This is an optimization exercise on Yosys and OpenROAD, whose aim is small area, not a production implementation.
Function was checked by simulation only, so behaviour that the tests miss may differ from the original.
The clock cells of runs 2 to 6 come from the design's own scripts or RTL, not from TritonCTS.
The flow treats the clock pin as an ideal source. Dropping or thinning the clock tree relies on that and would not hold on a real chip.
Power is estimated from default activity; no workload was simulated.

## flow/run.sh

```bash
#!/bin/bash
set -euo pipefail
export BUFFER_PORTS_ARGS="-buffer_cell sky130_fd_sc_hd__buf_1"
export CTS_ARGS="-sink_clustering_enable -repair_clock_nets -dont_use_dummy_load -buf_list sky130_fd_sc_hd__clkbuf_8 -sink_clustering_size 30 -sink_clustering_max_diameter 80"
export PRE_CTS_TCL="$PWD/flow/pre_cts.tcl"
bash standard.sh finish > standard_finish.log 2>&1
```

## flow/pre_cts.tcl

```tcl
set_max_fanout 40 [current_design]
```

## standard.sh

```bash
#!/bin/bash
# synth_recipe.tcl (not shown) runs the flow's synth.tcl, then flattens the netlist and writes it again
# the make line also repeats each setting of config.mk as NAME=value (left out here)
make -C /OpenROAD-flow-scripts/flow DESIGN_CONFIG=/design/flow/config.mk WORK_HOME=/design/flow/orfs CLKGATE_MAP_FILE= SYNTH_SCRIPT=/design/flow/synth_recipe.tcl "${@:-finish}"
```

## config.mk

```make
export PLATFORM = sky130hd
export DESIGN_NAME = attitude_estimation
export DESIGN_NICKNAME = attitude_estimation
export VERILOG_FILES = /design/flow/design.v
export SDC_FILE = /design/flow/constraint.sdc
export NUM_CORES = 4
export LEC_CHECK = 0
export CAP_MARGIN = 20
export CORE_MARGIN = 2
export CORE_UTILIZATION = 70
export CTS_BUF_LIST = sky130_fd_sc_hd__clkbuf_8
export PLACE_DENSITY = 0.8
export SLEW_MARGIN = 20
```

## constraint.sdc

```tcl
create_clock -name core_clock -period 16.0 [get_ports {clk}]
set_input_delay 3.2000 -clock core_clock [delete_from_list [all_inputs] [get_ports {clk}]]
set_output_delay 3.2000 -clock core_clock [all_outputs]
set_load 0.01 [all_outputs]
```

## design.v

```verilog
module preprocessor(input [15:0] x, input acc, output [15:0] r);
  reg [16:0] y, ea, eb;
  reg [18:0] A, aa, ab, Pm;
  reg [19:0] Q, qa, qb;
  reg [25:0] m, ma, mb;
  reg s, pos, neg, c;
  integer i;
  always @* begin
    s = x[15];
    pos = ~x[15] & x[14];
    neg = x[15] & (~x[14] | ~|x[13:0]);
    ea = {x[15], x};
    eb = {{16{neg}}, pos | neg};
    c = 1'b0;
    for (i = 0; i < 17; i = i + 1) begin
      y[i] = ea[i] ^ eb[i] ^ c;
      c = (ea[i] & eb[i]) | (c & (ea[i] ^ eb[i]));
    end
    aa = {{2{y[16]}}, y};
    ab = {y[16], y, 1'b0};
    A[0] = y[0];
    c = 1'b1;
    for (i = 1; i < 19; i = i + 1) begin
      A[i] = aa[i] ^ ab[i] ^ c;
      c = (aa[i] & ab[i]) | (c & (aa[i] ^ ab[i]));
    end
    Pm = acc ? A : {y[16], y, 1'b1, 1'b0};
    qa = {y[16], y[16], y, 3'b000};
    qb = acc ? {{3{y[16]}}, y} : {y[16], y, s, s};
    c = 1'b0;
    for (i = 0; i < 20; i = i + 1) begin
      Q[i] = qa[i] ^ qb[i] ^ c;
      c = (qa[i] & qb[i]) | (c & (qa[i] ^ qb[i]));
    end
    ma = {Pm, 7'b0};
    mb = ~{{6{Q[19]}}, Q};
    c = ~s;
    for (i = 0; i < 26; i = i + 1) begin
      m[i] = ma[i] ^ mb[i] ^ c;
      c = (ma[i] & mb[i]) | (c & (ma[i] ^ mb[i]));
    end
  end
  assign r = m[24:9];
endmodule
`timescale 1ns / 1ps
module attitude_estimation(
    input clk,
    input reset,
    output SCLK,
    output MOSI,
    input  MISO_G,
    output SS_G,
    input  MISO_A,
    output SS_A,
    output [15:0] gyro_x,
    output [15:0] gyro_y,
    output [15:0] accl_x,
    output [15:0] accl_y,
    output [15:0] accl_z
    );
    reg [3:0] c; reg [2:0] j; reg a, b1, b2;
    wire gyro = ~a & (b1 | b2);
    wire ovh = j[2];
    wire c15 = &c;
    always @(posedge clk)
        if (reset) begin c <= 4'd12; j <= 3'd4; {a, b1, b2} <= 3'b000; end
        else begin
            c <= (c15 & (j == 3)) ? 4'd12 : c + 4'd1;
            if (c15) begin
                case (j)
                  0: j <= gyro ? 3'd2 : 3'd1;
                  1: j <= 3'd2;
                  2: j <= 3'd3;
                  3: j <= 3'd4;
                  default: j <= 3'd0;
                endcase
                if (ovh) case ({a, b1, b2})
                  3'b010: {a, b1, b2} <= 3'b001;
                  3'b001: {a, b1, b2} <= 3'b110;
                  3'b110: {a, b1, b2} <= 3'b101;
                  3'b101: {a, b1, b2} <= 3'b111;
                  default: {a, b1, b2} <= 3'b010;
                endcase
            end
        end
    wire act = ~ovh | (c == 12);
    assign SS_G = ~(gyro & act);
    assign SS_A = ~(a & act);
    assign SCLK = c[0] & ~ovh;
    wire [2:0] bi = c[3:1];
    assign MOSI = (j == 0) & ((bi == 6 & b1) | (bi == 5 & b2) | (bi == 3 & a));
    wire sample = ~ovh & j[1] & ~c[0];
    wire wb = (c == 14) & ovh;
    wire upd = wb & a & b1 & b2;
    wire acc = a;
    reg [16:0] rw;
    always @(posedge clk)
        rw <= {rw[15:0], sample ? (a ? MISO_A : MISO_G) : rw[16]};
    wire [15:0] x = {rw[0], rw[15], rw[13], rw[11], rw[9], rw[7], rw[5], rw[3],
                     rw[16], rw[14], rw[12], rw[10], rw[8], rw[6], rw[4], rw[2]};
    wire [15:0] r;
    preprocessor pp (.x(x), .acc(acc), .r(r));
    reg [63:0] rp;
    wire [63:0] rpn;
    genvar g;
    generate for (g = 0; g < 64; g = g + 1) begin : ring
        if ((g % 16) < 4)
            assign rpn[g] = wb ? r[4*(g/16) + g%16] : rp[(g + 63) % 64];
        else
            assign rpn[g] = rp[(g + 63) % 64];
    end endgenerate
    always @(posedge clk) rp <= rpn;
    wire [15:0] p0, p1, p2, p3;
    generate for (g = 0; g < 16; g = g + 1) begin : pk
        assign p0[g] = rp[(16*(g/4) + g%4 + 255) % 64];
        assign p1[g] = rp[(16*(g/4) + g%4 + 203) % 64];
        assign p2[g] = rp[(16*(g/4) + g%4 + 135) % 64];
        assign p3[g] = rp[(16*(g/4) + g%4 + 67) % 64];
    end endgenerate
    wire ld = upd & ~reset;
    wire hd = ~upd & ~reset;
    reg [79:0] O;
    always @(posedge clk)
        O <= ({p0, p1, p2, p3, r} & {80{ld}}) | (O & {80{hd}});
    assign {gyro_x, gyro_y, accl_x, accl_y, accl_z} = O;
endmodule
```

==> summary.txt, run 1 <==
Detailed routing
  – Antenna-violating nets left: 0
  – WL final: 13.58 mm
  – DR pass1 iterations: 8
  – Drt initial violations: around 180
  – Vias per inst: 5.806
  – Via count: 4424
  – DRC viols: 0
  – WL/cell: 17.82 µm

Power
  – Pwr dens: between 100 and 150 mW/mm²
  – Pleak: 2.921 nW
  – Peak supply drop: 0.00006050 V

GRT
  – Global router's overall resource usage: 0.2589
  – Initial antenna violation count: 0
  – Largest net degree at the start of global routing: just over 80
  – Global-route wire length before repair: a little over 20 mm
  – Vias in the first global route: 4157
  – Remaining Overflow, GRT: 0

STA
  – Tmin final: roughly 12 ns
  – Clock Skew: 0.03436 ns
  – Slew Limit Headroom: 0.4182
  – Worst-margin pin slew: just under 0.9 ns
  – Final TNS setup: 0 ns
  – Final Max Slew Viols: 0
  – Unrepaired setup endpoints after global routing: false
  – Final cycle utilization of the critical path: 0.7785
  – Highest Clock Rate: roughly 0.08 GHz
  – # setup viols final: 0
  – Final hold vios: 0

CTS
  – Clock transition at the registers of the reported paths: ~0.09 ns
  – Post-CTS resize count: 0
  – Clock latency (worst-skew pair): approximately 0.45 ns
  – Hold_buf cts: 0
  – Sink Count: 171
  – TritonCTS clock tree: built
  – Setup Fix Bufs, Post-CTS: 0
  – CTS Buf Count: 17

Placement
  – Gpl congestion: roughly 0.87
  – Placed cell areas: just over 0.007 mm²
  – Port Buffers: 87
  – Detailed Place HPWL: slightly above 9 mm

Floorplanning
  – Die X: between 100 and 150 µm
  – Die Y-Extent: around 100 µm
  – Core box area: between 0.009 and 0.01 mm²
  – Initial Util: 0.7228
  – Io pins: a little under 90
  – DIE AREA: roughly 0.010 mm²
  – FP Rows: 35

Cells and area
  – Final nets: around 710
  – Finished Cell Area: between 0.007 and 0.008 mm²
  – Area Growth Syn to Fin: 10.01%
  – Diode count: 0
  – Layout cell share with drive strength beyond 1: 0.05687

Critical path
  – CP Launch Type: flop
  – CP max FO: 8
  – R2R Path Start: rw[0]$_DFF_P_
  – Flop2flop setup slack: between 3 and 4 ns
  – Critical-path top delay cell: fa_1
  – CP Class: reg2reg
  – Worst EP required: roughly 16 ns
  – Critical Path AT: approximately 13 ns
  – CP peak stage delay: approximately 0.57 ns
  – Setup crit start: rw[0]$_DFF_P_
  – CP Capture Type: flop
  – CP most frequent cell: fa_1

Synth
  – Post-synthesis adder-cell area fraction: 0.1928
  – Post-Syn Area per Cell: roughly 12 µm²
  – Syn nets: 617
  – Mux contribution to synthesized area: 0.02872
  – Share of the synthesized area in the top cell type: 0.5102
  – Compound-Gate Fraction of Synth Area: 0.1453
  – Top post-synthesis cells by count: dfxtp_1 (171), a22o_1 (77), fa_1 (59)
  – Most frequent cell after synthesis: dfxtp_1
  – Synth Area in Simple Gates: 0.06713
  – Ys flop type: dfxtp_1
  – Seq/Total Area, Yosys: 0.5102
  – Count of cell types in the netlist: 46
  – Synthesized area: 0.006710 mm²
  – Post-synth ARST share: 0
  – Syn Inst Count: 545
  – Synthesized flop and latch total: about 170
  – Most area-consuming cells after synthesis: dfxtp_1 (51%), fa_1 (18%), a22o_1 (10%)
  – Synthesized-area fraction occupied by xor and xnor cells: 0.005221
  – Main combinational cell family by area after synthesis: adder cells
  – Post-synth EDFFs: 0
  – Leading area contributor after synthesis: dfxtp_1
  – Ys Warns: 2

Worst hold path
  – Worst hold path startpoint: rp[53]$_DFF_P_
  – HP Class: reg2reg

Run
  – Max-Cap Viols: 0

Outcome
  – Status: timing/DRC/antenna clean
-- final cells by class --
cell class              count  area [µm²]
multi-input cells         308        2957
fillers                   586        1902
repair buffers            100       467.9
clock buffers              17       234.0
flip-flops and latches    171        3423
well taps                 129       161.4
inverters                  37       138.9
-- metal layers --
| layer | GRT usage | wire [µm] | vias up |
|---|---|---|---|
| met5 | 0 | 0 | - |
| li1 | - | - | 2044 |
| met1 | 0.3275 | 5647 | 2220 |
| met4 | 0.1015 | 300 | 0 |
| met2 | 0.4342 | 6924 | 132 |
| met3 | 0.06156 | 704 | 28 |
-- kinds of logic (layout without fill, tap and decap cells) --
group,count (synthesis),count (layout)
xor gates and xnor gates,4,4
and+or+nand+nor,93,93
AOI/OAI and AO/OA,124,124
muxes,19,19
buffers and inverters,66,154
DFF,171,171
adders and majority gates,68,68
-- path summary, 6_finish.rpt --
| check | endpoint | cells past startpoint |
|---|---|---|
| min | rp[54]$_DFF_P_ | 0 |
| max | rp[51]$_DFF_P_ | 35 |
| max reg2reg | rp[51]$_DFF_P_ | 35 |
| min reg2reg | rp[54]$_DFF_P_ | 0 |
-- state kept, by name (all words and copies together) (netlist names) --
register,cells
b1,1
a,1
rp,64
rw,17
O,80
c,4
j,3
b2,1
-- through the flow --
step	utilization	instances	hold slack [ns]	setup slack, ns	power [mW]
detailed placement	0.7580	736	0.3132	3.553	0.5266
finish	0.7951	762	0.3250	3.543	0.7446
floorplan	-	545	0.3096	3.369	0.5147
global route	0.7951	762	0.3379	3.062	0.7732
CTS	0.7832	753	0.3245	3.507	0.7447
global placement	0.7580	736	0.3283	3.842	0.5240
-- cell usage in the layout, fill, tap and decap left out, drive strengths merged, types with 6 or more instances in the layout --
cell type | Yosys | final
a21oi | 12 | 12
a22o | 77 | 77
buf | 19 | 96
clkbuf | 10 | 17
dfxtp | 171 | 171
fa | 59 | 59
ha | 9 | 9
inv | 37 | 37
mux2i | 17 | 17
nand2 | 52 | 52
nand3 | 6 | 6
nor2 | 9 | 9
o21ai | 22 | 22
-- critical path: cells and delay by family (launching register included) --
family | cells | cell delay [ns]
XOR/XNOR | 2 | 0.33
buffers and inverters | 3 | 0.22
adder cells (fa/ha/maj) | 26 | 10.31
AO/OA/AOI/OAI | 1 | 0.11
multiplexers | 2 | 0.62
flip-flops | 1 | 0.47
AND/OR/NAND/NOR | 1 | 0.25
-- power by group --
group	internal (mW)	leakage, nW	switching (mW)	total [mW]
registers	0.468	1.39	0.0263	0.494
logic	0.0103	1.40	0.0172	0.0275
clock network	0.0940	0.122	0.129	0.223
==> run 2: changes to the inputs <==
==> flow/run.sh (replaced) <==
#!/bin/bash
# Standard layout, except: port buffers use the smallest buffer cell, and
# the clock tree is a single level of leaf buffers (flow/cts_hook.tcl).
set -euo pipefail
export BUFFER_PORTS_ARGS="-buffer_cell sky130_fd_sc_hd__buf_1"
export PRE_CTS_TCL="$PWD/flow/cts_hook.tcl"
export LEAF_COUNT=10
export ROOT_CELL=sky130_fd_sc_hd__clkbuf_8
export LEAF_CELL=sky130_fd_sc_hd__clkbuf_8
bash standard.sh finish > standard_finish.log 2>&1
==> flow/cts_hook.tcl (new file) <==
# Clock tree: instead of TritonCTS's H-tree, the clock port drives a few
# leaf clock buffers directly, each feeding one cluster of nearby
# flip-flops (recursive median bisection of the placed flip-flop positions).
set ::leaf_count [expr {[info exists ::env(LEAF_COUNT)] ? $::env(LEAF_COUNT) : 4}]
set ::leaf_cell [expr {[info exists ::env(LEAF_CELL)] ? $::env(LEAF_CELL) : "sky130_fd_sc_hd__clkbuf_8"}]
set ::root_cell [expr {[info exists ::env(ROOT_CELL)] ? $::env(ROOT_CELL) : ""}]

rename clock_tree_synthesis orfs_clock_tree_synthesis
proc clock_tree_synthesis {args} {
  set block [ord::get_db_block]
  set net [$block findNet clk]
  set its {}
  set xs {}
  set ys {}
  foreach it [$net getITerms] {
    set inst [$it getInst]
    set bb [$inst getBBox]
    lappend its $it
    lappend xs [expr {([$bb xMin] + [$bb xMax]) / 2.0}]
    lappend ys [expr {([$bb yMin] + [$bb yMax]) / 2.0}]
  }
  set n [llength $its]
  set k $::leaf_count
  # balanced clusters: split a group that is to hold kk clusters at the
  # matching quantile of the longer side of its bounding box, recursively
  set todo [list [list [lsearch -all [lrepeat $n 1] 1] $k]]
  set groups {}
  while {[llength $todo] > 0} {
    lassign [lindex $todo 0] grp kk
    set todo [lrange $todo 1 end]
    if {$kk == 1} { lappend groups $grp; continue }
    set gx [lmap i $grp {lindex $xs $i}]
    set gy [lmap i $grp {lindex $ys $i}]
    set w [expr {[tcl::mathfunc::max {*}$gx] - [tcl::mathfunc::min {*}$gx]}]
    set h [expr {[tcl::mathfunc::max {*}$gy] - [tcl::mathfunc::min {*}$gy]}]
    if {$w >= $h} { set key $gx } else { set key $gy }
    set srt [lsort -real -indices $key]
    set k1 [expr {$kk / 2}]
    set cut [expr {([llength $grp] * $k1 + $kk / 2) / $kk}]
    lappend todo [list [lmap j [lrange $srt 0 [expr {$cut - 1}]] {lindex $grp $j}] $k1]
    lappend todo [list [lmap j [lrange $srt $cut end] {lindex $grp $j}] [expr {$kk - $k1}]]
  }
  set asg [lrepeat $n 0]
  set cx {}
  set cy {}
  for {set c 0} {$c < $k} {incr c} {
    set sx 0.0; set sy 0.0
    foreach i [lindex $groups $c] {
      lset asg $i $c
      set sx [expr {$sx + [lindex $xs $i]}]
      set sy [expr {$sy + [lindex $ys $i]}]
    }
    set m [llength [lindex $groups $c]]
    lappend cx [expr {$sx / $m}]
    lappend cy [expr {$sy / $m}]
  }
  set master [[ord::get_db] findMaster $::leaf_cell]
  set src $net
  if {$::root_cell ne ""} {
    # one root buffer, at the mean of the cluster centres, between the
    # clock port and the leaf buffers
    set rb [odb::dbInst_create $block [[ord::get_db] findMaster $::root_cell] "clkroot"]
    set src [odb::dbNet_create $block "clknet_root"]
    $src setSigType CLOCK
    [$rb findITerm A] connect $net
    [$rb findITerm X] connect $src
    set sx 0.0; set sy 0.0
    for {set c 0} {$c < $k} {incr c} {
      set sx [expr {$sx + [lindex $cx $c]}]
      set sy [expr {$sy + [lindex $cy $c]}]
    }
    $rb setLocation [expr {int($sx / $k)}] [expr {int($sy / $k)}]
    $rb setPlacementStatus PLACED
  }
  for {set c 0} {$c < $k} {incr c} {
    set b [odb::dbInst_create $block $master "clkleaf_$c"]
    set ln [odb::dbNet_create $block "clknet_leaf_$c"]
    $ln setSigType CLOCK
    [$b findITerm A] connect $src
    [$b findITerm X] connect $ln
    set m 0
    for {set i 0} {$i < $n} {incr i} {
      if {[lindex $asg $i] == $c} {
        set it [lindex $its $i]
        $it disconnect
        $it connect $ln
        incr m
      }
    }
    $b setLocation [expr {int([lindex $cx $c])}] [expr {int([lindex $cy $c])}]
    $b setPlacementStatus PLACED
    puts "clock leaf $c: $m sinks at [lindex $cx $c] [lindex $cy $c]"
  }
  set_propagated_clock [all_clocks]
}
removed: flow/pre_cts.tcl
==> run 2 against run 1 <==
Net effect:
- critical path depth is the same
- critical path type unchanged
- clock power shrank about 20%
- sequential share of layout area grew 1.3 points
- power shrank 6.4%
- largest power group unchanged
- first-iteration DRC count shrank 7.4%
- highest routed layer unchanged
- global-route usage shrank 2.0 points
- core utilization shrank 2.1 points
- synthesized area is the same
==> summary.txt, run 2 <==
Detailed routing
  – DRC viols: 0 (unchanged)
  – Via count: 4191 (was 4424)
  – WL/cell: 16.90 µm (was 17.82 µm)
  – Drt initial violations: 162 (was 175)
  – Met2 WL post-DR: 6.460 mm (was 6.924 mm)
  – Metal-1 WL: 5.519 mm (was 5.647 mm)
  – DR pass1 iterations: 4 (was 8)
  – Met3 WL: 472 µm (was 704 µm)
  – Max layer used: met4 (unchanged)
  – Antenna-violating nets left: 0 (unchanged)
  – WL final: 12.63 mm (was 13.58 mm)
  – Vias per inst: 5.610 (was 5.806)

Critical path
  – Flop2flop setup slack: 3.61 ns (was 3.54 ns)
  – CP max FO: 8 (unchanged)
  – Setup crit start: rw[0]$_DFF_P_ (unchanged)
  – Reg2reg end: rp[51]$_DFF_P_ (unchanged)
  – R2R Path Start: rw[0]$_DFF_P_ (unchanged)
  – CP most frequent cell: fa_1 (unchanged)
  – Critical Path AT: 12.71 ns (was 12.76 ns)
  – Critical-path top delay cell: fa_1 (unchanged)
  – CP Class: reg2reg (unchanged)
  – Worst R2R Path Depth: 35 (unchanged)
  – CP peak stage delay: 0.56 ns (was 0.57 ns)
  – CP Capture Type: flop (unchanged)
  – CP Launch Type: flop (unchanged)
  – Timing endpoint of the critical path: rp[51]$_DFF_P_ (unchanged)
  – Worst EP required: 16.31 ns (about the same)

Synth
  – Syn Inst Count: 545 (unchanged)
  – Post-synth EDFFs: 0 (unchanged)
  – Leading area contributor after synthesis: dfxtp_1 (unchanged)
  – Top post-synthesis cells by count: dfxtp_1 (171), a22o_1 (77), fa_1 (59) (unchanged)
  – Post-Syn Area per Cell: 12.31 µm² (unchanged)
  – Synthesized flop and latch total: 171 (unchanged)
  – Syn nets: 617 (unchanged)
  – Post-synth ARST share: 0 (unchanged)
  – Most area-consuming cells after synthesis: dfxtp_1 (51%), fa_1 (18%), a22o_1 (10%) (unchanged)
  – Ys Warns: 2 (unchanged)
  – Share of the synthesized area in the top cell type: 0.5102 (unchanged)
  – Synthesized area: 0.006710 mm² (unchanged)
  – Most frequent cell after synthesis: dfxtp_1 (unchanged)
  – Seq/Total Area, Yosys: 0.5102 (unchanged)
  – Count of cell types in the netlist: 46 (unchanged)
  – Ys flop type: dfxtp_1 (unchanged)

Cells and area
  – Largest Register: O (unchanged)
  – FILL cells: 624 (was 586)
  – Final nets: 692 (was 707)
  – Commonest non-fill, non-tap cells in the layout: dfxtp_1 (171), buf_1 (87), a22o_1 (77) (unchanged)
  – Diode count: 0 (unchanged)
  – Most common cell after layout, fill and taps aside: dfxtp_1 (unchanged)
  – Layout cell share with drive strength beyond 1: 0.04045 (was 0.05687)
  – Final core utilization: 0.7743 (was 0.7951)
  – Finished Cell Area: 0.007188 mm² (was 0.007382 mm²)
  – Regs by FF count: O (80), rp (64), rw (17) (unchanged)
  – Area Growth Syn to Fin: 7.123% (was 10.01%)
  – Largest register FFs: 80 (unchanged)

Power
  – Peak supply drop: 0.00005992 V (was 0.00006050 V)
  – Pwr dens: 96.99 mW/mm² (was 100.9 mW/mm²)
  – Pleak: 2.828 nW (was 2.921 nW)

STA
  – Final TNS setup: 0 ns (unchanged)
  – Tmin final: 12.39 ns (was 12.46 ns)
  – Worst-margin pin slew: 0.8722 ns (was 0.8700 ns)
  – Unrepaired setup endpoints after global routing: false (unchanged)
  – # setup viols final: 0 (unchanged)
  – Final worst slack: 3.607 ns (was 3.543 ns)
  – Final hold vios: 0 (unchanged)
  – Final cycle utilization of the critical path: 0.7746 (was 0.7785)
  – Final Max Slew Viols: 0 (unchanged)
  – Clock Skew: 0.01453 ns (was 0.03436 ns)
  – Slew Limit Headroom: 0.4168 (was 0.4182)
  – Highest Clock Rate: 0.08069 GHz (was 0.08028 GHz)

GRT
  – Vias in the first global route: 3993 (was 4157)
  – Remaining Overflow, GRT: 0 (unchanged)
  – Global router's overall resource usage: 0.2388 (was 0.2589)
  – Initial antenna violation count: 0 (unchanged)
  – Largest net degree at the start of global routing: 81 (unchanged)
  – Global-route wire length before repair: 20.02 mm (was 20.45 mm)

Placement
  – Detailed Place HPWL: 9.132 mm (unchanged)
  – Gpl congestion: 0.8676 (unchanged)
  – Setup WS pre-CTS: 3.553 ns (unchanged)
  – Placed cell areas: 0.007037 mm² (unchanged)
  – Port Buffers: 87 (unchanged)

Worst hold path
  – HP Class: reg2reg (unchanged)

CTS
  – Setup Fix Bufs, Post-CTS: 0 (unchanged)
  – Clock latency (worst-skew pair): 0.41 ns (was 0.45 ns)
  – Hold_buf cts: 0 (unchanged)
  – Clock transition at the registers of the reported paths: 0.11 ns (was 0.09 ns)
  – Post-CTS resize count: 0 (unchanged)

Floorplanning
  – Die Y-Extent: 101.9 µm (unchanged)
  – Die X: 101.9 µm (unchanged)
  – DIE AREA: 0.01039 mm² (unchanged)
  – Core box area: 0.009284 mm² (unchanged)
  – FP Rows: 35 (unchanged)
  – Io pins: 88 (unchanged)
  – Initial Util: 0.7228 (unchanged)

Run
  – Max-Cap Viols: 0 (unchanged)

Outcome
  – Status: timing/DRC/antenna clean (unchanged)
[run 2: cell counts after synthesis]
Identical to the previous run, type by type.
[run 2: where the power goes]
group          internal [mW]  leakage [nW]  total, mW  switching (mW)
combinational        0.00892          1.35     0.0255          0.0166
clock                 0.0622        0.0791      0.179           0.117
sequential             0.467          1.39      0.492          0.0251
[run 2: logic make-up after synthesis]
group                    count (synthesis)  synth area share
adder cells (fa/ha/maj)                 68            0.1928
AND/OR/NAND/NOR                         93           0.06713
multiplexers                            19           0.02871
AO/OA/AOI/OAI                          124            0.1453
buffers and inverters                   66           0.05072
XOR/XNOR                                 4          0.005222
flip-flops                             171            0.5102
[run 2: layer usage]
metal / vias up / GRT usage
met2: 78 / 0.4266
met1: 2081 / 0.3272
li1: 2016 / -
met5: - / 0
met3: 16 / 0.02394
met4: 0 / 0.03385
[run 2: area by class of cell]
class / count / area (µm²) / area share
well taps: 129 / 161.4 / 0.02245
flip-flops and latches: 171 / 3423 / 0.4762
multi-input cells: 308 / 2957 / 0.4113
repair buffers: 91 / 356.6 / 0.04961
inverters: 37 / 138.9 / 0.01932
plain buffers: 11 / 151.4 / 0.02106
[run 2: worst min-delay path by stage]
| stage | slack (ns) | end | cells past startpoint | start |
|---|---|---|---|---|
| 3_5_place_dp | 0.31 | rw[2]$_DFF_P_ | 0 | rw[1]$_DFF_P_ |
| 4_1_cts | 0.34 | rw[2]$_DFF_P_ | 0 | rw[1]$_DFF_P_ |
| 2_1_floorplan | 0.31 | rw[2]$_DFF_P_ | 0 | rw[1]$_DFF_P_ |
| 5_1_grt | 0.35 | rw[2]$_DFF_P_ | 0 | rw[1]$_DFF_P_ |
| 3_3_place_gp | 0.33 | rw[2]$_DFF_P_ | 0 | rw[1]$_DFF_P_ |
| 6_report | 0.34 | rw[2]$_DFF_P_ | 0 | rw[1]$_DFF_P_ |
[run 2: metrics by stage]
stage | cells | power [mW] | hold WS [ns]
final | 747 | 0.6972 | 0.3379
after global routing | 747 | 0.7257 | 0.3549
after CTS | 747 | 0.7004 | 0.3405
after detailed placement | 736 | 0.5266 | 0.3132
after global placement | 736 | 0.5240 | 0.3283
after floorplan | 545 | 0.5147 | 0.3096
[run 2: worst max-delay path: cells and delay by family, from the launching register on]
kind	cells	cell delay, ns
xor+xnor	2	0.32
fa+ha+maj	26	10.26
mux	2	0.61
flops	1	0.48
buf+inv	3	0.22
simple gates	1	0.25
compound gates	1	0.11
==> run 3: changes to the inputs <==
--- a/flow/run.sh
+++ b/flow/run.sh
@@ -5,5 +5,5 @@
 export BUFFER_PORTS_ARGS="-buffer_cell sky130_fd_sc_hd__buf_1"
 export PRE_CTS_TCL="$PWD/flow/cts_hook.tcl"
-export LEAF_COUNT=10
+export LEAF_COUNT=9
 export ROOT_CELL=sky130_fd_sc_hd__clkbuf_8
 export LEAF_CELL=sky130_fd_sc_hd__clkbuf_8
==> run 3 against run 2 <==
Net effect:
- sequential power about the same
- first-iteration DRC count grew 8.6%
- worst setup slack worse by 0.020 ns
- global-route usage is 0.40 points lower
- critical path depth unchanged
- sequential cell count unchanged
- die area did not move
- cell area is 0.19% lower
- register-to-register slack got worse by 0.02 ns
- wire length is 1.1% lower
- synthesized area is the same
- combinational power is essentially flat
- still clean on timing, DRC and antenna
==> summary.txt, run 3 <==
Outcome
  – Status: timing/DRC/antenna clean (unchanged)

Power
  – Pwr dens: 96.02 mW/mm² (was 96.99 mW/mm²)
  – Pleak: 2.821 nW (was 2.828 nW)
  – Overall Power: 0.6889 mW (was 0.6972 mW)
  – Peak supply drop: 0.00006201 V (was 0.00005992 V)

Critical path
  – Worst EP required: 16.31 ns (about the same)
  – Setup crit start: rw[0]$_DFF_P_ (unchanged)
  – Reg2reg end: rp[51]$_DFF_P_ (unchanged)
  – Timing endpoint of the critical path: rp[51]$_DFF_P_ (unchanged)
  – CP most frequent cell: fa_1 (unchanged)
  – CP Launch Type: flop (unchanged)
  – Critical Path AT: 12.72 ns (was 12.71 ns)
  – Critical-path top delay cell: fa_1 (unchanged)
  – CP Capture Type: flop (unchanged)
  – Worst R2R Path Depth: 35 (unchanged)
  – CP peak stage delay: 0.56 ns (about the same)
  – CP max FO: 8 (unchanged)
  – Flop2flop setup slack: 3.59 ns (was 3.61 ns)
  – R2R Path Start: rw[0]$_DFF_P_ (unchanged)
  – CP Class: reg2reg (unchanged)

Cells and area
  – Diode count: 0 (unchanged)
  – Final nets: 691 (was 692)
  – Multi-input logic area: 0.002957 mm² (unchanged)
  – Finished Cell Area: 0.007174 mm² (was 0.007188 mm²)
  – Area Growth Syn to Fin: 6.918% (was 7.123%)
  – Regs by FF count: O (80), rp (64), rw (17) (unchanged)
  – Most common cell after layout, fill and taps aside: dfxtp_1 (unchanged)
  – Non-filler cells, final: 746 (was 747)
  – FILL cells: 628 (was 624)
  – Final core utilization: 0.7728 (was 0.7743)
  – Commonest non-fill, non-tap cells in the layout: dfxtp_1 (171), buf_1 (87), a22o_1 (77) (unchanged)
  – Register Area: 0.003423 mm² (unchanged)
  – Layout cell share with drive strength beyond 1: 0.03890 (was 0.04045)
  – Largest register FFs: 80 (unchanged)
  – Largest Register: O (unchanged)

Synth
  – Share of the synthesized area in the top cell type: 0.5102 (unchanged)
  – Post-Syn Area per Cell: 12.31 µm² (unchanged)
  – Synthesized-area fraction occupied by xor and xnor cells: 0.005221 (unchanged)
  – Leading area contributor after synthesis: dfxtp_1 (unchanged)
  – Synthesized flop and latch total: 171 (unchanged)
  – Syn Inst Count: 545 (unchanged)
  – Synthesized area: 0.006710 mm² (unchanged)
  – Post-synth ARST share: 0 (unchanged)
  – Ys Warns: 2 (unchanged)
  – Synth Area in Simple Gates: 0.06713 (unchanged)
  – Most area-consuming cells after synthesis: dfxtp_1 (51%), fa_1 (18%), a22o_1 (10%) (unchanged)
  – Post-synth EDFFs: 0 (unchanged)
  – Compound-Gate Fraction of Synth Area: 0.1453 (unchanged)
  – Most frequent cell after synthesis: dfxtp_1 (unchanged)
  – Mux contribution to synthesized area: 0.02872 (unchanged)
  – Top post-synthesis cells by count: dfxtp_1 (171), a22o_1 (77), fa_1 (59) (unchanged)
  – Syn nets: 617 (unchanged)
  – Ys flop type: dfxtp_1 (unchanged)
  – Count of cell types in the netlist: 46 (unchanged)
  – Post-synthesis adder-cell area fraction: 0.1928 (unchanged)
  – Seq/Total Area, Yosys: 0.5102 (unchanged)
  – Main combinational cell family by area after synthesis: adder cells (unchanged)

STA
  – Unrepaired setup endpoints after global routing: false (unchanged)
  – Highest Clock Rate: 0.08056 GHz (was 0.08069 GHz)
  – Final hold vios: 0 (unchanged)
  – Clock Skew: 0.01173 ns (was 0.01453 ns)
  – # setup viols final: 0 (unchanged)
  – Final TNS setup: 0 ns (unchanged)
  – Final Max Slew Viols: 0 (unchanged)
  – Final worst slack: 3.587 ns (was 3.607 ns)
  – Slew Limit Headroom: 0.4114 (was 0.4168)
  – Tmin final: 12.41 ns (was 12.39 ns)
  – Final cycle utilization of the critical path: 0.7758 (was 0.7746)
  – Worst-margin pin slew: 0.8803 ns (was 0.8722 ns)
  – Worst hold slack: 0.3380 ns (was 0.3379 ns)

Detailed routing
  – WL/cell: 16.74 µm (was 16.90 µm)
  – Vias per inst: 5.601 (was 5.610)
  – DR pass1 iterations: 4 (unchanged)
  – WL final: 12.49 mm (was 12.63 mm)
  – Antenna-violating nets left: 0 (unchanged)
  – Via count: 4178 (was 4191)
  – Drt initial violations: 176 (was 162)
  – DRC viols: 0 (unchanged)

CTS
  – Clock transition at the registers of the reported paths: 0.11 ns (about the same)
  – Hold_buf cts: 0 (unchanged)
  – Setup Fix Bufs, Post-CTS: 0 (unchanged)
  – Post-CTS resize count: 0 (unchanged)
  – Clock latency (worst-skew pair): 0.40 ns (was 0.41 ns)

Worst hold path
  – Worst hold path startpoint: rw[1]$_DFF_P_ (unchanged)
  – HP Class: reg2reg (unchanged)
  – Hold path depth: 0 (unchanged)

GRT
  – Vias in the first global route: 3978 (was 3993)
  – Largest net degree at the start of global routing: 81 (unchanged)
  – Global-route wire length before repair: 19.69 mm (was 20.02 mm)
  – Global router's overall resource usage: 0.2349 (was 0.2388)
  – Initial antenna violation count: 0 (unchanged)
  – Remaining Overflow, GRT: 0 (unchanged)

Placement
  – Placed cell areas: 0.007037 mm² (unchanged)
  – Detailed Place HPWL: 9.132 mm (unchanged)
  – Gpl congestion: 0.8676 (unchanged)
  – Port Buffers: 87 (unchanged)
  – Setup WS pre-CTS: 3.553 ns (unchanged)
  – Placed cell count: 736 (unchanged)

Floorplanning
  – DIE AREA: 0.01039 mm² (unchanged)
  – Io pins: 88 (unchanged)
  – Die X: 101.9 µm (unchanged)
  – Die Y-Extent: 101.9 µm (unchanged)
  – Initial Util: 0.7228 (unchanged)
  – FP Rows: 35 (unchanged)
  – Core box area: 0.009284 mm² (unchanged)

Run
  – Max-Cap Viols: 0 (unchanged)
[run 3: report_power, final]
part | internal, mW | total [mW] | switching (mW)
Clock | 0.0568 | 0.171 | 0.114
Combinational | 0.00894 | 0.0256 | 0.0166
Sequential | 0.467 | 0.492 | 0.0247
[run 3: worst min-delay path by stage]
stage                    end  slack (ns)
3_5_place_dp   rw[2]$_DFF_P_        0.31
4_1_cts        rw[2]$_DFF_P_        0.34
3_3_place_gp   rw[2]$_DFF_P_        0.33
6_report       rw[2]$_DFF_P_        0.34
2_1_floorplan  rw[2]$_DFF_P_        0.31
5_1_grt        rw[2]$_DFF_P_        0.36
[run 3: final cells by class]
cell class,instances,share of cell area
repair buffers,91,0.04970
multi-input cells,308,0.4121
inverters,37,0.01936
well taps,129,0.02250
plain buffers,10,0.01918
flip-flops and latches,171,0.4772
[run 3: logic make-up after synthesis]
kind of cell    count (synthesis)
compound gates                124
xor+xnor                        4
fa+ha+maj                      68
buf+inv                        66
flops                         171
mux                            19
simple gates                   93
[run 3: worst max-delay path: cells and delay by family, from the launching register on]
family	cells	cell delay [ns]
flip-flops	1	0.48
buffers and inverters	3	0.22
AO/OA/AOI/OAI	1	0.11
adder cells (fa/ha/maj)	26	10.27
multiplexers	2	0.61
AND/OR/NAND/NOR	1	0.25
XOR/XNOR	2	0.33
[run 3: layer usage]
layer	share of wire	track usage	routed length, µm	vias to the layer above
met4	0.020	0.04923	245	0
li1	-	-	-	2009
met3	0.038	0.02531	473	16
met2	0.50	0.4140	6213	79
met5	0	0	0	-
met1	0.44	0.3185	5555	2074
==> run 4: changes to the inputs <==
--- a/flow/run.sh
+++ b/flow/run.sh
@@ -8,3 +8,4 @@
 export ROOT_CELL=sky130_fd_sc_hd__clkbuf_8
 export LEAF_CELL=sky130_fd_sc_hd__clkbuf_8
+export POST_CTS_TCL="$PWD/flow/post_cts.tcl"
 bash standard.sh finish > standard_finish.log 2>&1
==> flow/post_cts.tcl (new file) <==
# Area recovery: with several ns of slack, size cells down where timing allows.
repair_timing -recover_power 100
detailed_placement
check_placement -verbose
==> run 4 against run 3 <==
Net effect:
- core utilization rose by 0.27 points
- clock power barely moved
- first-iteration DRC count fell by 23%
- hold slack barely moved
- maximum frequency fell by 0.36%
- register-to-register slack got worse by 0.05 ns
- sequential share of layout area fell by 0.17 points
- combinational power rose by 5%
- critical path type unchanged
==> summary.txt, run 4 <==
Placement
  – Gpl congestion: 0.8676 (unchanged)
  – Detailed Place HPWL: 9.132 mm (unchanged)
  – Port Buffers: 87 (unchanged)
  – Placed cell areas: 0.007037 mm² (unchanged)

Synth
  – Post-synth EDFFs: 0 (unchanged)
  – Count of cell types in the netlist: 46 (unchanged)
  – Syn Inst Count: 545 (unchanged)
  – Share of the synthesized area in the top cell type: 0.5102 (unchanged)
  – Synthesized area: 0.006710 mm² (unchanged)
  – Leading area contributor after synthesis: dfxtp_1 (unchanged)
  – Top post-synthesis cells by count: dfxtp_1 (171), a22o_1 (77), fa_1 (59) (unchanged)
  – Ys Warns: 2 (unchanged)
  – Ys flop type: dfxtp_1 (unchanged)
  – Most area-consuming cells after synthesis: dfxtp_1 (51%), fa_1 (18%), a22o_1 (10%) (unchanged)
  – Synthesized flop and latch total: 171 (unchanged)
  – Seq/Total Area, Yosys: 0.5102 (unchanged)
  – Post-Syn Area per Cell: 12.31 µm² (unchanged)
  – Post-synth ARST share: 0 (unchanged)
  – Syn nets: 617 (unchanged)
  – Most frequent cell after synthesis: dfxtp_1 (unchanged)

Cells and area
  – Register Area: 0.003423 mm² (unchanged)
  – Finished Cell Area: 0.007199 mm² (was 0.007174 mm²)
  – Area Growth Syn to Fin: 7.291% (was 6.918%)
  – Largest register FFs: 80 (unchanged)
  – FILL cells: 625 (was 628)
  – Regs by FF count: O (80), rp (64), rw (17) (unchanged)
  – Most common cell after layout, fill and taps aside: dfxtp_1 (unchanged)
  – Diode count: 0 (unchanged)
  – Largest Register: O (unchanged)
  – Commonest non-fill, non-tap cells in the layout: dfxtp_1 (171), buf_1 (86), a22o_1 (77) (was dfxtp_1 (171), buf_1 (87), a22o_1 (77))
  – Final nets: 692 (was 691)
  – Multi-input logic area: 0.002957 mm² (unchanged)
  – Layout cell share with drive strength beyond 1: 0.04045 (was 0.03890)

STA
  – Slew Limit Headroom: 0.4140 (was 0.4114)
  – Unrepaired setup endpoints after global routing: false (unchanged)
  – Tmin final: 12.46 ns (was 12.41 ns)
  – # setup viols final: 0 (unchanged)
  – Highest Clock Rate: 0.08027 GHz (was 0.08056 GHz)
  – Final TNS setup: 0 ns (unchanged)
  – Clock Skew: 0.01494 ns (was 0.01173 ns)
  – Final hold vios: 0 (unchanged)
  – Worst-margin pin slew: 0.8764 ns (was 0.8803 ns)
  – Final Max Slew Viols: 0 (unchanged)
  – Final cycle utilization of the critical path: 0.7786 (was 0.7758)

Detailed routing
  – WL/cell: 16.83 µm (was 16.74 µm)
  – WL final: 12.57 mm (was 12.49 mm)
  – Via count: 4185 (was 4178)
  – DR pass1 iterations: 4 (unchanged)
  – Antenna-violating nets left: 0 (unchanged)
  – DRC viols: 0 (unchanged)
  – Drt initial violations: 135 (was 176)
  – Vias per inst: 5.602 (was 5.601)

Critical path
  – CP peak stage delay: 0.56 ns (about the same)
  – Critical Path AT: 12.77 ns (was 12.72 ns)
  – CP Class: reg2reg (unchanged)
  – Worst EP required: 16.31 ns (about the same)
  – Critical-path top delay cell: fa_1 (unchanged)
  – CP top delay family: adder cells (unchanged)
  – CP max FO: 8 (unchanged)
  – CP Launch Type: flop (unchanged)
  – CP Buf/Inv Count: 3 (unchanged)
  – CP Capture Type: flop (unchanged)
  – CP most frequent cell: fa_1 (unchanged)

GRT
  – Vias in the first global route: 3978 (unchanged)
  – Initial antenna violation count: 0 (unchanged)
  – Remaining Overflow, GRT: 0 (unchanged)
  – Largest net degree at the start of global routing: 81 (unchanged)
  – Global-route wire length before repair: 19.69 mm (unchanged)
  – Global router's overall resource usage: 0.2349 (unchanged)

Power
  – Peak supply drop: 0.00006170 V (was 0.00006201 V)
  – Register share of total power: 0.713 (was 0.714)
  – Pleak: 2.830 nW (was 2.821 nW)
  – Pwr dens: 95.88 mW/mm² (was 96.02 mW/mm²)
  – Clock power share: 0.248 (was 0.249)
  – Switching Fraction: 0.2267 (was 0.2261)
  – Cell Int Power: 0.5338 mW (was 0.5332 mW)
  – Net switching power figure: 0.1565 mW (was 0.1557 mW)
  – Combinational cell fraction of total power: 0.039 (was 0.037)

CTS
  – Clock transition at the registers of the reported paths: 0.12 ns (was 0.11 ns)
  – Clock latency (worst-skew pair): 0.41 ns (was 0.40 ns)

Outcome
  – Status: timing/DRC/antenna clean (unchanged)

Floorplanning
  – Core box area: 0.009284 mm² (unchanged)
  – Initial Util: 0.7228 (unchanged)
  – Io pins: 88 (unchanged)
  – Die X: 101.9 µm (unchanged)
  – DIE AREA: 0.01039 mm² (unchanged)
  – FP Rows: 35 (unchanged)
  – Die Y-Extent: 101.9 µm (unchanged)

Run
  – Max-Cap Viols: 0 (unchanged)

Worst hold path
  – HP Class: reg2reg (unchanged)
run 4: cell counts after synthesis:
Identical to the previous run, type by type.
run 4: power by group through the flow:
stage | combinational (mW) | clock [mW] | sequential [mW]
finish | 0.0268 | 0.171 | 0.492
global route | 0.0308 | 0.192 | 0.496
detailed placement | 0.0252 | 0 | 0.501
global placement | 0.0242 | 0 | 0.500
floorplan | 0.0234 | 0 | 0.491
run 4: stage by stage:
step	total power, mW	cells	hold slack [ns]	worst slack (ns)	utilization
6_report	0.6903	747	0.3381	3.542	0.7755
5_1_grt	0.7191	747	0.3556	3.029	0.7755
3_5_place_dp	0.5266	736	0.3132	3.553	0.7580
3_3_place_gp	0.5240	736	0.3283	3.842	0.7580
2_1_floorplan	0.5147	545	0.3096	3.369	-
run 4: final timing paths:
check                                    from             end  slack, ns  cells past startpoint
worst max register to register  rw[0]$_DFF_P_  rp[51]$_DFF_P_       3.54                     35
worst min-delay path            rw[1]$_DFF_P_   rw[2]$_DFF_P_       0.34                      0
worst max-delay path            rw[0]$_DFF_P_  rp[51]$_DFF_P_       3.54                     35
worst min register to register  rw[1]$_DFF_P_   rw[2]$_DFF_P_       0.34                      0
run 4: cell type report:
type	count	share of cell area
well taps	129	0.02242
plain buffers	10	0.01912
repair buffers	92	0.05301
inverters	37	0.01929
flip-flops and latches	171	0.4755
multi-input cells	308	0.4107
run 4: logic make-up after synthesis:
| logic type | share of synthesized area |
|---|---|
| mux | 0.02871 |
| buf+inv | 0.05072 |
| compound gates | 0.1453 |
| xor+xnor | 0.005222 |
| flops | 0.5102 |
| fa+ha+maj | 0.1928 |
| simple gates | 0.06713 |
run 4: per-layer routing:
metal / track usage / wire length, µm / vias up / part of all wire
met5: 0 / 0 / - / 0
met4: 0.04923 / 287 / 0 / 0.023
met3: 0.02531 / 485 / 20 / 0.039
met2: 0.4140 / 6267 / 82 / 0.50
met1: 0.3185 / 5530 / 2069 / 0.44
li1: - / - / 2014 / -
==> run 5: changes to the inputs <==
--- a/design.v
+++ b/design.v
@@ -1,20 +1,21 @@
-module preprocessor(input [15:0] x, input acc, output [15:0] r);
-  reg [16:0] y, ea, eb;
+module preprocessor(input [15:0] xn, input acc, output [15:0] r);
+  reg [16:0] yn, y, ea, eb;
   reg [18:0] A, aa, ab, Pm;
-  reg [19:0] Q, qa, qb;
+  reg [19:0] Qn, qa, qb;
   reg [25:0] m, ma, mb;
   reg s, pos, neg, c;
   integer i;
   always @* begin
-    s = x[15];
-    pos = ~x[15] & x[14];
-    neg = x[15] & (~x[14] | ~|x[13:0]);
-    ea = {x[15], x};
-    eb = {{16{neg}}, pos | neg};
-    c = 1'b0;
+    s = ~xn[15];
+    pos = xn[15] & ~xn[14];
+    neg = ~xn[15] & (xn[14] | &xn[13:0]);
+    ea = {xn[15], xn};
+    eb = ~{{16{neg}}, pos | neg};
+    c = 1'b1;
     for (i = 0; i < 17; i = i + 1) begin
-      y[i] = ea[i] ^ eb[i] ^ c;
+      yn[i] = ea[i] ^ eb[i] ^ c;
       c = (ea[i] & eb[i]) | (c & (ea[i] ^ eb[i]));
     end
+    y = ~yn;
     aa = {{2{y[16]}}, y};
     ab = {y[16], y, 1'b0};
@@ -26,13 +27,13 @@
     end
     Pm = acc ? A : {y[16], y, 1'b1, 1'b0};
-    qa = {y[16], y[16], y, 3'b000};
-    qb = acc ? {{3{y[16]}}, y} : {y[16], y, s, s};
-    c = 1'b0;
+    qa = {yn[16], yn[16], yn, 3'b111};
+    qb = acc ? {{3{yn[16]}}, yn} : {yn[16], yn, ~s, ~s};
+    c = 1'b1;
     for (i = 0; i < 20; i = i + 1) begin
-      Q[i] = qa[i] ^ qb[i] ^ c;
+      Qn[i] = qa[i] ^ qb[i] ^ c;
       c = (qa[i] & qb[i]) | (c & (qa[i] ^ qb[i]));
     end
     ma = {Pm, 7'b0};
-    mb = ~{{6{Q[19]}}, Q};
+    mb = {{6{Qn[19]}}, Qn};
     c = ~s;
     for (i = 0; i < 26; i = i + 1) begin
@@ -96,9 +97,9 @@
     reg [16:0] rw;
     always @(posedge clk)
-        rw <= {rw[15:0], sample ? (a ? MISO_A : MISO_G) : rw[16]};
-    wire [15:0] x = {rw[0], rw[15], rw[13], rw[11], rw[9], rw[7], rw[5], rw[3],
+        rw <= {rw[15:0], sample ? ~(a ? MISO_A : MISO_G) : rw[16]};
+    wire [15:0] xn = {rw[0], rw[15], rw[13], rw[11], rw[9], rw[7], rw[5], rw[3],
                      rw[16], rw[14], rw[12], rw[10], rw[8], rw[6], rw[4], rw[2]};
     wire [15:0] r;
-    preprocessor pp (.x(x), .acc(acc), .r(r));
+    preprocessor pp (.xn(xn), .acc(acc), .r(r));
     reg [63:0] rp;
     wire [63:0] rpn;
==> flow/run.sh (replaced) <==
#!/bin/bash
# Standard layout, except: port buffers use the smallest buffer cell, and
# the clock tree is one root buffer feeding LEAF_COUNT leaf buffers, each
# driving one cluster of nearby flip-flops (flow/cts_hook.tcl).
set -euo pipefail
export BUFFER_PORTS_ARGS="-buffer_cell sky130_fd_sc_hd__buf_1"
export PRE_CTS_TCL="$PWD/flow/cts_hook.tcl"
export LEAF_COUNT=9
export ROOT_CELL=sky130_fd_sc_hd__clkbuf_8
export LEAF_CELL=sky130_fd_sc_hd__clkbuf_8
bash standard.sh finish > standard_finish.log 2>&1
removed: flow/post_cts.tcl
==> run 5 against run 4 <==
Net effect:
- worst setup slack lost 0.72 ns
- largest cell class unchanged
- synthesized area fell by 0.71%
- synthesized cell count fell by 3.7%
- register-to-register slack worse by 0.72 ns
- sequential power is 6.3% higher
- first-iteration DRC count grew 7.4%
- sequential share of layout area increased by 0.60 points
- global-route usage down 0.23 points
- sequential cell count is the same
- clock power about the same
- still clean on timing, DRC and antenna
- cell count fell by 2.9%
==> summary.txt, run 5 <==
Critical path
  – Critical-path top delay cell: fa_1 (unchanged)
  – CP max FO: 13 (was 8)
  – CP Class: reg2reg (unchanged)
  – CP Capture Type: flop (unchanged)
  – CP peak stage delay: 0.65 ns (was 0.56 ns)
  – Critical Path AT: 13.47 ns (was 12.77 ns)
  – CP most frequent cell: fa_1 (unchanged)
  – CP Buf/Inv Count: 1 (was 3)
  – CP top delay family: adder cells (unchanged)
  – CP Launch Type: flop (unchanged)
  – Worst EP required: 16.30 ns (was 16.31 ns)

Synth
  – Post-synth EDFFs: 0 (unchanged)
  – Share of the synthesized area in the top cell type: 0.5138 (was 0.5102)
  – Post-synthesis adder-cell area fraction: 0.1931 (was 0.1928)
  – Synth Area in Simple Gates: 0.04901 (was 0.06713)
  – Synthesized flop and latch total: 171 (unchanged)
  – Syn nets: 597 (was 617)
  – Synthesized area: 0.006663 mm² (was 0.006710 mm²)
  – Most frequent cell after synthesis: dfxtp_1 (unchanged)
  – Seq/Total Area, Yosys: 0.5138 (was 0.5102)
  – Post-synth ARST share: 0 (unchanged)
  – Post-Syn Area per Cell: 12.69 µm² (was 12.31 µm²)
  – Count of cell types in the netlist: 38 (was 46)
  – Top post-synthesis cells by count: dfxtp_1 (171), a22o_1 (80), fa_1 (58) (was dfxtp_1 (171), a22o_1 (77), fa_1 (59))
  – Leading area contributor after synthesis: dfxtp_1 (unchanged)
  – Ys Warns: 2 (unchanged)
  – Synthesized-area fraction occupied by xor and xnor cells: 0.005258 (was 0.005221)
  – Most area-consuming cells after synthesis: dfxtp_1 (51%), fa_1 (17%), a22o_1 (11%) (was dfxtp_1 (51%), fa_1 (18%), a22o_1 (10%))
  – Main combinational cell family by area after synthesis: adder cells (unchanged)
  – Compound-Gate Fraction of Synth Area: 0.1440 (was 0.1453)
  – Ys flop type: dfxtp_1 (unchanged)
  – Mux contribution to synthesized area: 0.04094 (was 0.02872)
  – Syn Inst Count: 525 (was 545)

STA
  – Tmin final: 13.17 ns (was 12.46 ns)
  – Final TNS setup: 0 ns (unchanged)
  – Final worst slack: 2.826 ns (was 3.542 ns)
  – Worst-margin pin slew: 0.8461 ns (was 0.8764 ns)
  – Final hold vios: 0 (unchanged)
  – Final Max Slew Viols: 0 (unchanged)
  – Clock Skew: 0.02005 ns (was 0.01494 ns)
  – Worst hold slack: 0.3417 ns (was 0.3381 ns)
  – Highest Clock Rate: 0.07591 GHz (was 0.08027 GHz)
  – Slew Limit Headroom: 0.4359 (was 0.4140)
  – # setup viols final: 0 (unchanged)
  – Final cycle utilization of the critical path: 0.8234 (was 0.7786)
  – Unrepaired setup endpoints after global routing: false (unchanged)

Cells and area
  – Largest register FFs: 80 (unchanged)
  – Diode count: 0 (unchanged)
  – Largest Register: O (unchanged)
  – Regs by FF count: O (80), rp (64), rw (17) (unchanged)
  – Final nets: 670 (was 692)
  – Commonest non-fill, non-tap cells in the layout: dfxtp_1 (171), buf_1 (87), a22o_1 (80) (was dfxtp_1 (171), buf_1 (86), a22o_1 (77))
  – Area Growth Syn to Fin: 6.704% (was 7.291%)
  – Final core utilization: 0.7694 (was 0.7755)
  – Finished Cell Area: 0.007109 mm² (was 0.007199 mm²)
  – Layout cell share with drive strength beyond 1: 0.05872 (was 0.04045)
  – Most common cell after layout, fill and taps aside: dfxtp_1 (unchanged)

CTS
  – Setup Fix Bufs, Post-CTS: 0
  – Clock transition at the registers of the reported paths: 0.12 ns (about the same)
  – Post-CTS resize count: 0
  – Clock latency (worst-skew pair): 0.41 ns (about the same)
  – Hold_buf cts: 0

Floorplanning
  – DIE AREA: 0.01031 mm² (was 0.01039 mm²)
  – FP Rows: 35 (unchanged)
  – Die X: 101.6 µm (was 101.9 µm)
  – Io pins: 88 (unchanged)
  – Initial Util: 0.7211 (was 0.7228)
  – Die Y-Extent: 101.6 µm (was 101.9 µm)
  – Core box area: 0.009240 mm² (was 0.009284 mm²)

Detailed routing
  – Met3 WL: 422 µm (was 485 µm)
  – Metal-1 WL: 5.605 mm (was 5.530 mm)
  – Drt initial violations: 145 (was 135)
  – DR pass1 iterations: 4 (unchanged)
  – WL final: 11.73 mm (was 12.57 mm)
  – DRC viols: 0 (unchanged)
  – Antenna-violating nets left: 0 (unchanged)
  – Via count: 4041 (was 4185)
  – WL/cell: 16.18 µm (was 16.83 µm)
  – Met2 WL post-DR: 5.464 mm (was 6.267 mm)
  – Max layer used: met4 (unchanged)
  – Vias per inst: 5.574 (was 5.602)

Power
  – Pwr dens: 101.8 mW/mm² (was 95.88 mW/mm²)
  – Pleak: 2.822 nW (was 2.830 nW)
  – Peak supply drop: 0.0001280 V (was 0.00006170 V)

GRT
  – Initial antenna violation count: 0 (unchanged)
  – Remaining Overflow, GRT: 0 (unchanged)
  – Global router's overall resource usage: 0.2326 (was 0.2349)
  – Vias in the first global route: 4036 (was 3978)
  – Largest net degree at the start of global routing: 81 (unchanged)
  – Global-route wire length before repair: 19.55 mm (was 19.69 mm)

Placement
  – Placed cell areas: 0.006972 mm² (was 0.007037 mm²)
  – Detailed Place HPWL: 8.604 mm (was 9.132 mm)
  – Port Buffers: 87 (unchanged)
  – Setup WS pre-CTS: 2.793 ns (was 3.553 ns)
  – Gpl congestion: 0.8505 (was 0.8676)

Outcome
  – Status: timing/DRC/antenna clean (unchanged)

Run
  – Max-Cap Viols: 0 (unchanged)

Worst hold path
  – HP Class: reg2reg (unchanged)
## run 5: changes by cell type after synthesis, sizes merged, moves of 3 or more
cell	before	now
mux2	2	18
inv	37	40
a21oi	12	28
o21ai	22	11
nand2	52	15
buf	19	24
clkbuf	10	5
nor2	9	19
a22o	77	80
mux2i	17	7
o2bb2ai	3	0
## run 5: final timing paths
path,cells past startpoint,slack (ns),from,endpoint
max,33,2.83,rw[5]$_DFF_P_,rp[51]$_DFF_P_
min reg2reg,0,0.34,rw[1]$_DFF_P_,rw[2]$_DFF_P_
min,0,0.34,rw[1]$_DFF_P_,rw[2]$_DFF_P_
max reg2reg,33,2.83,rw[5]$_DFF_P_,rp[51]$_DFF_P_
## run 5: cell type report
cell class,instances,area (µm²)
buffer,10,137.6
inverter,40,150.1
timing repair buffer,90,349.1
tap,129,161.4
fill,607,2131
multi-input combinational,285,2888
sequential,171,3423
## run 5: metal layers
metal  GRT usage  vias to the layer above
li1            -                     1951
met1      0.3417                     1984
met2      0.3851                       90
met3     0.02139                       16
met4     0.04262                        0
met5           0                        -
## run 5: power by group
| group | switching (mW) | leakage [nW] | internal [mW] |
|---|---|---|---|
| clock | 0.116 | 0.0719 | 0.0569 |
| combinational | 0.0125 | 1.35 | 0.0148 |
| sequential | 0.0354 | 1.40 | 0.488 |
| total | 0.164 | 2.82 | 0.560 |
## run 5: cell families (layout without fill, tap and decap cells)
group	after synthesis	in the layout
AOI/OAI and AO/OA	126	126
xor gates and xnor gates	4	4
adders and majority gates	68	68
buffers and inverters	69	140
DFF	171	171
muxes	25	25
and+or+nand+nor	62	62
## run 5: through the flow
| step | power, mW | cells |
|---|---|---|
| 3_5_place_dp | 0.5603 | 715 |
| 2_1_floorplan | 0.5431 | 525 |
| 6_report | 0.7235 | 725 |
| 3_3_place_gp | 0.5567 | 715 |
| 5_1_grt | 0.7513 | 725 |
| 4_1_cts | 0.7267 | 725 |
==> run 6: changes to the inputs <==
--- a/flow/run.sh
+++ b/flow/run.sh
@@ -6,5 +6,5 @@
 export BUFFER_PORTS_ARGS="-buffer_cell sky130_fd_sc_hd__buf_1"
 export PRE_CTS_TCL="$PWD/flow/cts_hook.tcl"
-export LEAF_COUNT=9
+export LEAF_COUNT=10
 export ROOT_CELL=sky130_fd_sc_hd__clkbuf_8
 export LEAF_CELL=sky130_fd_sc_hd__clkbuf_8
==> run 6 against run 5 <==
Net effect:
- sequential cell count unchanged
- die area unchanged
- clock power grew 3%
- maximum frequency hardly changed
- hold slack lost 0.0051 ns
- register-to-register slack about the same
- cell count grew 0.14%
- sequential power is essentially flat
- synthesized area stayed put
- clock skew rose by 0.0025 ns
- sequential share of layout area is 0.093 points lower
==> summary.txt, run 6 <==
Floorplanning
  – Core box area: 0.009240 mm² (unchanged)
  – DIE AREA: 0.01031 mm² (unchanged)
  – Io pins: 88 (unchanged)
  – Initial Util: 0.7211 (unchanged)
  – Die X: 101.6 µm (unchanged)
  – Die Y-Extent: 101.6 µm (unchanged)
  – FP Rows: 35 (unchanged)

Synth
  – Top post-synthesis cells by count: dfxtp_1 (171), a22o_1 (80), fa_1 (58) (unchanged)
  – Post-synthesis adder-cell area fraction: 0.1931 (unchanged)
  – Post-synth ARST share: 0 (unchanged)
  – Most area-consuming cells after synthesis: dfxtp_1 (51%), fa_1 (17%), a22o_1 (11%) (unchanged)
  – Mux contribution to synthesized area: 0.04094 (unchanged)
  – Syn Inst Count: 525 (unchanged)
  – Count of cell types in the netlist: 38 (unchanged)
  – Post-Syn Area per Cell: 12.69 µm² (unchanged)
  – Synth Area in Simple Gates: 0.04901 (unchanged)
  – Main combinational cell family by area after synthesis: adder cells (unchanged)
  – Leading area contributor after synthesis: dfxtp_1 (unchanged)
  – Share of the synthesized area in the top cell type: 0.5138 (unchanged)
  – Post-synth EDFFs: 0 (unchanged)
  – Ys flop type: dfxtp_1 (unchanged)
  – Seq/Total Area, Yosys: 0.5138 (unchanged)
  – Ys Warns: 2 (unchanged)
  – Most frequent cell after synthesis: dfxtp_1 (unchanged)
  – Compound-Gate Fraction of Synth Area: 0.1440 (unchanged)
  – Synthesized flop and latch total: 171 (unchanged)
  – Syn nets: 597 (unchanged)
  – Synthesized area: 0.006663 mm² (unchanged)
  – Synthesized-area fraction occupied by xor and xnor cells: 0.005258 (unchanged)

Cells and area
  – Most common cell after layout, fill and taps aside: dfxtp_1 (unchanged)
  – Regs by FF count: O (80), rp (64), rw (17) (unchanged)
  – Diode count: 0 (unchanged)
  – Largest Register: O (unchanged)
  – Area Growth Syn to Fin: 6.911% (was 6.704%)
  – Layout cell share with drive strength beyond 1: 0.06030 (was 0.05872)
  – Final nets: 671 (was 670)
  – Largest register FFs: 80 (unchanged)
  – Final core utilization: 0.7709 (was 0.7694)
  – FILL cells: 612 (was 607)
  – Commonest non-fill, non-tap cells in the layout: dfxtp_1 (171), buf_1 (87), a22o_1 (80) (unchanged)

Critical path
  – Worst EP required: 16.29 ns (was 16.30 ns)
  – Critical-path top delay cell: fa_1 (unchanged)
  – CP max FO: 13 (unchanged)
  – CP Class: reg2reg (unchanged)
  – Critical Path AT: 13.47 ns (about the same)
  – Timing endpoint of the critical path: rp[51]$_DFF_P_ (unchanged)
  – Worst R2R Path Depth: 33 (unchanged)
  – Reg2reg end: rp[51]$_DFF_P_ (unchanged)
  – Flop2flop setup slack: 2.82 ns (was 2.83 ns)
  – R2R Path Start: rw[4]$_DFF_P_ (was rw[5]$_DFF_P_)
  – CP Launch Type: flop (unchanged)
  – CP peak stage delay: 0.64 ns (was 0.65 ns)
  – CP Capture Type: flop (unchanged)
  – Setup crit start: rw[4]$_DFF_P_ (was rw[5]$_DFF_P_)
  – CP most frequent cell: fa_1 (unchanged)

Power
  – Pleak: 2.830 nW (was 2.822 nW)
  – Pwr dens: 102.4 mW/mm² (was 101.8 mW/mm²)
  – Switching Fraction: 0.2254 (was 0.2264)
  – Net switching power figure: 0.1644 mW (was 0.1638 mW)
  – Peak supply drop: 0.0001238 V (was 0.0001280 V)
  – Cell Int Power: 0.5650 mW (was 0.5597 mW)
  – Register share of total power: 0.718 (was 0.723)
  – Combinational cell fraction of total power: 0.037 (was 0.038)
  – Clock power share: 0.245 (was 0.239)

Worst hold path
  – Hold path depth: 0 (unchanged)
  – HP Class: reg2reg (unchanged)

Run
  – Max-Cap Viols: 0 (unchanged)

CTS
  – Setup Fix Bufs, Post-CTS: 0 (unchanged)
  – Hold_buf cts: 0 (unchanged)
  – Clock latency (worst-skew pair): 0.41 ns (about the same)
  – Post-CTS resize count: 0 (unchanged)
  – Clock transition at the registers of the reported paths: 0.12 ns (about the same)

STA
  – # setup viols final: 0 (unchanged)
  – Final cycle utilization of the critical path: 0.8235 (was 0.8234)
  – Slew Limit Headroom: 0.4449 (was 0.4359)
  – Final Max Slew Viols: 0 (unchanged)
  – Clock Skew: 0.02251 ns (was 0.02005 ns)
  – Unrepaired setup endpoints after global routing: false (unchanged)
  – Final hold vios: 0 (unchanged)
  – Worst-margin pin slew: 0.8326 ns (was 0.8461 ns)
  – Tmin final: 13.18 ns (was 13.17 ns)
  – Highest Clock Rate: 0.07589 GHz (was 0.07591 GHz)
  – Final TNS setup: 0 ns (unchanged)

Detailed routing
  – DR pass1 iterations: 4 (unchanged)
  – DRC viols: 0 (unchanged)
  – WL final: 11.83 mm (was 11.73 mm)
  – Via count: 4026 (was 4041)
  – WL/cell: 16.29 µm (was 16.18 µm)
  – Drt initial violations: 162 (was 145)
  – Vias per inst: 5.545 (was 5.574)
  – Antenna-violating nets left: 0 (unchanged)

GRT
  – Remaining Overflow, GRT: 0 (unchanged)
  – Vias in the first global route: 4008 (was 4036)
  – Largest net degree at the start of global routing: 81 (unchanged)
  – Global-route wire length before repair: 19.58 mm (was 19.55 mm)
  – Global router's overall resource usage: 0.2335 (was 0.2326)
  – Initial antenna violation count: 0 (unchanged)

Placement
  – Port Buffers: 87 (unchanged)
  – Detailed Place HPWL: 8.604 mm (unchanged)
  – Gpl congestion: 0.8505 (unchanged)

Outcome
  – Status: timing/DRC/antenna clean (unchanged)
run 6: cell counts after synthesis:
Identical to the previous run, type by type.
run 6: per-layer routing:
metal | vias up | share of wire | GRT usage
met4 | 0 | 0.018 | 0.03638
met5 | - | 0 | 0
met1 | 1975 | 0.47 | 0.3444
met2 | 83 | 0.47 | 0.3882
li1 | 1952 | - | -
met3 | 16 | 0.039 | 0.02139
run 6: how the worst min path moves through the flow:
stage                         end  slack, ns     startpoint
floorplan           rw[2]$_DFF_P_       0.31  rw[1]$_DFF_P_
global placement    rw[2]$_DFF_P_       0.31  rw[1]$_DFF_P_
detailed placement  rw[2]$_DFF_P_       0.31  rw[1]$_DFF_P_
CTS                 rw[2]$_DFF_P_       0.34  rw[1]$_DFF_P_
global route        rw[2]$_DFF_P_       0.36  rw[1]$_DFF_P_
finish              rw[2]$_DFF_P_       0.34  rw[1]$_DFF_P_
run 6: kinds of logic after synthesis:
kind of cell | count (synthesis)
adder cells (fa/ha/maj) | 68
buffers and inverters | 69
flip-flops | 171
multiplexers | 25
AO/OA/AOI/OAI | 126
XOR/XNOR | 4
AND/OR/NAND/NOR | 62
run 6: cell type report:
class / count / area (µm²) / share of cell area
sequential: 171 / 3423 / 0.4806
buffer: 11 / 151.4 / 0.02125
tap: 129 / 161.4 / 0.02266
multi-input combinational: 285 / 2888 / 0.4054
timing repair buffer: 90 / 349.1 / 0.04901
inverter: 40 / 150.1 / 0.02108
run 6: power by group through the flow:
| stage | sequential, mW | combinational [mW] | clock, mW |
|---|---|---|---|
| 2_1_floorplan | 0.518 | 0.0255 | 0 |
| 3_3_place_gp | 0.530 | 0.0264 | 0 |
| 3_5_place_dp | 0.533 | 0.0273 | 0 |
| 4_1_cts | 0.524 | 0.0275 | 0.182 |
| 5_1_grt | 0.530 | 0.0303 | 0.199 |
| 6_report | 0.524 | 0.0273 | 0.178 |
run 6: per-stage QoR:
step / setup WS, ns / cell area, µm² / total power, mW / hold WS [ns] / std cells
floorplan: 3.392 / 6663 / 0.5431 / 0.3096 / 525
global placement: 3.191 / 6972 / 0.5567 / 0.3138 / 715
detailed placement: 2.793 / 6972 / 0.5603 / 0.3121 / 715
CTS: 2.743 / 7123 / 0.7330 / 0.3364 / 726
global route: 2.235 / 7123 / 0.7593 / 0.3560 / 726
finish: 2.823 / 7123 / 0.7294 / 0.3366 / 726
run 6: critical path: cells and delay by family (launching register included):
family / cells / cell delay (ns)
adder cells (fa/ha/maj): 25 / 10.80
multiplexers: 1 / 0.28
flip-flops: 1 / 0.40
AO/OA/AOI/OAI: 2 / 0.57
buffers and inverters: 1 / 0.05
XOR/XNOR: 2 / 0.31
AND/OR/NAND/NOR: 2 / 0.64

-- what the ideal ports hide --
No port has a modelled driver above. Below, the same layouts with a new extraction and two added sets of constraints.
Step 1 assumes that a clkbuf_16 drives the clock port and a buf_2 every other input.
Step 2 also shifts input and output timing later by t, the mid clock arrival at the registers, as if the neighbouring blocks saw the same clock.
a / b / c = ideal ports / drivers / drivers and shift; a / b = the first two.
| run | t (ns) | setup WS [ns] | worst data-port slew with drivers (ns) | cell pins on the clock port's net |
|---|---|---|---|---|
| run 1 | 0.464 | 3.543 / 3.543 / 3.543 | 0.03 | 1 |
| run 2 | 0.438 | 3.607 / 3.607 / 3.607 | 0.03 | 1 |
| run 3 | 0.432 | 3.587 / 3.587 / 3.587 | 0.03 | 1 |
| run 4 | 0.432 | 3.542 / 3.542 / 3.542 | 0.03 | 1 |
| run 5 | 0.430 | 2.826 / 2.826 / 2.826 | 0.03 | 1 |
| run 6 | 0.433 | 2.823 / 2.823 / 2.823 | 0.03 | 1 |
After both steps every run listed still meets setup and hold.
